Context: an optimization exercise on an open-source flow, tuned for small area, a short achievable clock period and few clock cycles per item. The choices shown serve that exercise and are no tape-out recipe. At most, simulation tests tie the RTL to the original design; equivalence was not proved.

// SeqMul_70
module SeqMul_70(clk, reset, U0, U1, U2, U3, V0, V1, V2, V3, W, done);
==> module SeqMul_70, before the edit <==
module SeqMul_70(clk, reset, U0, U1, U2, U3, V0, V1, V2, V3, W, done);
    input clk, reset;
    input [70:0] U0, U1, U2, U3;
    input [70:0] V0, V1, V2, V3;
    output [567:0] W;
    output reg done;
    wire [141:0] a0 = {U2, U3}, a1 = {U0, U1};
    wire [141:0] b0 = {V2, V3}, b1 = {V0, V1};
    reg s0, s1, s2, s3, rs;
    wire [141:0] ma = s1 ? a1 : s2 ? a0 ^ a1 : a0;
    wire [141:0] mb = s1 ? b1 : s2 ? b0 ^ b1 : b0;
    wire [482:0] ea, eb;
    ev_142_3 eva(ma, ea);
    ev_142_3 evb(mb, eb);
    reg [482:0] xa, xb;
    always @(posedge clk) begin
        xa <= ea;
        xb <= eb;
    end
    wire [282:0] p;
    ip_142_3 core(xa, xb, p);
    reg [566:0] w;
    reg [140:0] hp, lp;
    wire [140:0] hl = hp ^ lp;
    wire [282:0] pre = {hl ^ w[566:426], w[425] ^ w[141], hl ^ w[140:0]};
    always @(posedge clk) begin
        if (s1) w[141:0] <= p[141:0];
        if (s1) hp <= p[282:142];
        lp <= p[140:0];
        if (s2) w[566:425] <= p[282:141];
        if (s3) w[424:142] <= pre ^ p;
        rs <= reset;
        if (reset) begin
            s0 <= rs | s1 | s2;
            s1 <= !(rs | s1 | s2);
            s2 <= 1'b0;
            s3 <= 1'b0;
            done <= 1'b0;
        end else begin
            s0 <= 1'b0;
            s1 <= s0;
            s2 <= s1;
            s3 <= s2;
            if (s3) done <= 1'b1;
        end
    end
    assign W = {w, 1'b0};
endmodule
Settings: LEC_CHECK=0, CAP_MARGIN=20, CELL_PAD_IN_SITES_DETAIL_PLACEMENT=1, CELL_PAD_IN_SITES_GLOBAL_PLACEMENT=1, CORE_MARGIN=2, CORE_UTILIZATION=40, CTS_CLUSTER_DIAMETER=80, CTS_CLUSTER_SIZE=30, PLACE_DENSITY=0.5, SLEW_MARGIN=20; clock period 10.0 ns.
standard.sh (not shown) runs the stock make flow with config.mk's settings and CLKGATE_MAP_FILE= SYNTH_SCRIPT=/design/flow/synth_recipe.tcl, a recipe that flattens the netlist after the stock synthesis.
==> flow/flow/run.sh <==
#!/bin/bash
# Own flow: the standard layout (standard.sh, ORFS), with these changes:
#  - synthesis and repair may not use the 3-input XOR/XNOR cells (slow in this
#    XOR-heavy design; two 2-input cells are smaller and faster),
#  - the port buffers are buf_2 cells instead of ORFS's default choice,
set -euo pipefail
here=$(pwd)
du=$(make -s -C "$FLOW_HOME" DESIGN_CONFIG="$here/config.mk" WORK_HOME="$here/orfs" print-DONT_USE_CELLS 2>/dev/null | sed -n 's/^DONT_USE_CELLS: //p')
[[ -n "$du" ]] || { echo "could not read DONT_USE_CELLS" >&2; exit 1; }
for c in xor3 xnor3; do for s in 1 2 4; do du="$du sky130_fd_sc_hd__${c}_$s"; done; done
margin=$(cat flow/margin 2>/dev/null || echo 6)
bash standard.sh "DONT_USE_CELLS=$du" "BUFFER_PORTS_ARGS=-buffer_cell sky130_fd_sc_hd__buf_2" \
  "SETUP_SLACK_MARGIN=$margin" finish > standard.log 2>&1
==> flow/flow/margin <==
6
Testbench counts at the start, summed over its fixed seeds: cycles 648, items 160.
Next try:
--- a/flow/design.v
+++ b/flow/design.v
@@ -130,6 +130,7 @@
     wire [141:0] b0 = {V2, V3}, b1 = {V0, V1};
     reg s0, s1, s2, s3, rs;
-    wire [141:0] ma = s1 ? a1 : s2 ? a0 ^ a1 : a0;
-    wire [141:0] mb = s1 ? b1 : s2 ? b0 ^ b1 : b0;
+    reg k0, k1;
+    wire [141:0] ma = (a0 & {142{k0}}) ^ (a1 & {142{k1}});
+    wire [141:0] mb = (b0 & {142{k0}}) ^ (b1 & {142{k1}});
     wire [482:0] ea, eb;
     ev_142_3 eva(ma, ea);
@@ -153,4 +154,6 @@
         if (s3) w[424:142] <= pre ^ p;
         rs <= reset;
+        k0 <= !(reset ? !(rs | s1 | s2) : s0);
+        k1 <= (reset ? !(rs | s1 | s2) : s0) | (!reset & s1);
         if (reset) begin
             s0 <= rs | s1 | s2;
The changed run produced a clean layout. Clock skew shrinks by 0.0050 ns. Maximum frequency shrinks by 0.92%. Routed wire length grows by 1.8%. First-iteration DRC count grows by 13%. Setup slack degrades by 0.039 ns. Final area shrinks by 0.44%. Cell count shrinks by 0.37%. Utilization grows by 0.21 points. Global-route usage grows by 1.3 points. Register-to-register slack degrades by 0.04 ns. Worst hold slack improves by 0.019 ns. Sequential share of layout area is about the same.
Function not checked in the second run of this note: the RTL went through the layout flow alone.

## static timing again, ports no longer ideal
How much do the figures lean on ideal ports? The routed layouts below were timed once more, with nothing changed but the port constraints. Step 1 (the two cells are an assumption about what drives the block):
set clk [get_ports {clk}]
set_driving_cell -lib_cell sky130_fd_sc_hd__clkbuf_16 $clk
set_driving_cell -lib_cell sky130_fd_sc_hd__buf_2 [delete_from_list [all_inputs] $clk]
Step 2, shift: input delay + t, output delay - t, t = (earliest + latest rising clock arrival at the registers) / 2. This alone moves slack from input paths to output paths. Three values: no drivers, after step 1, after step 2; two values: the first two.
run | t (ns) | setup slack, ns | clock arrival spread, ns
the first run | 1.076 | 5.843 / 5.843 / 5.262 | 0.090 / 0.090
the second run | 1.091 | 5.805 / 5.805 / 5.013 | 0.083 / 0.083
After both steps every run listed still meets setup and hold. The setup slack of the second run, which loses most, moves by 0.000 ns with the drivers and by -0.792 ns with both steps.
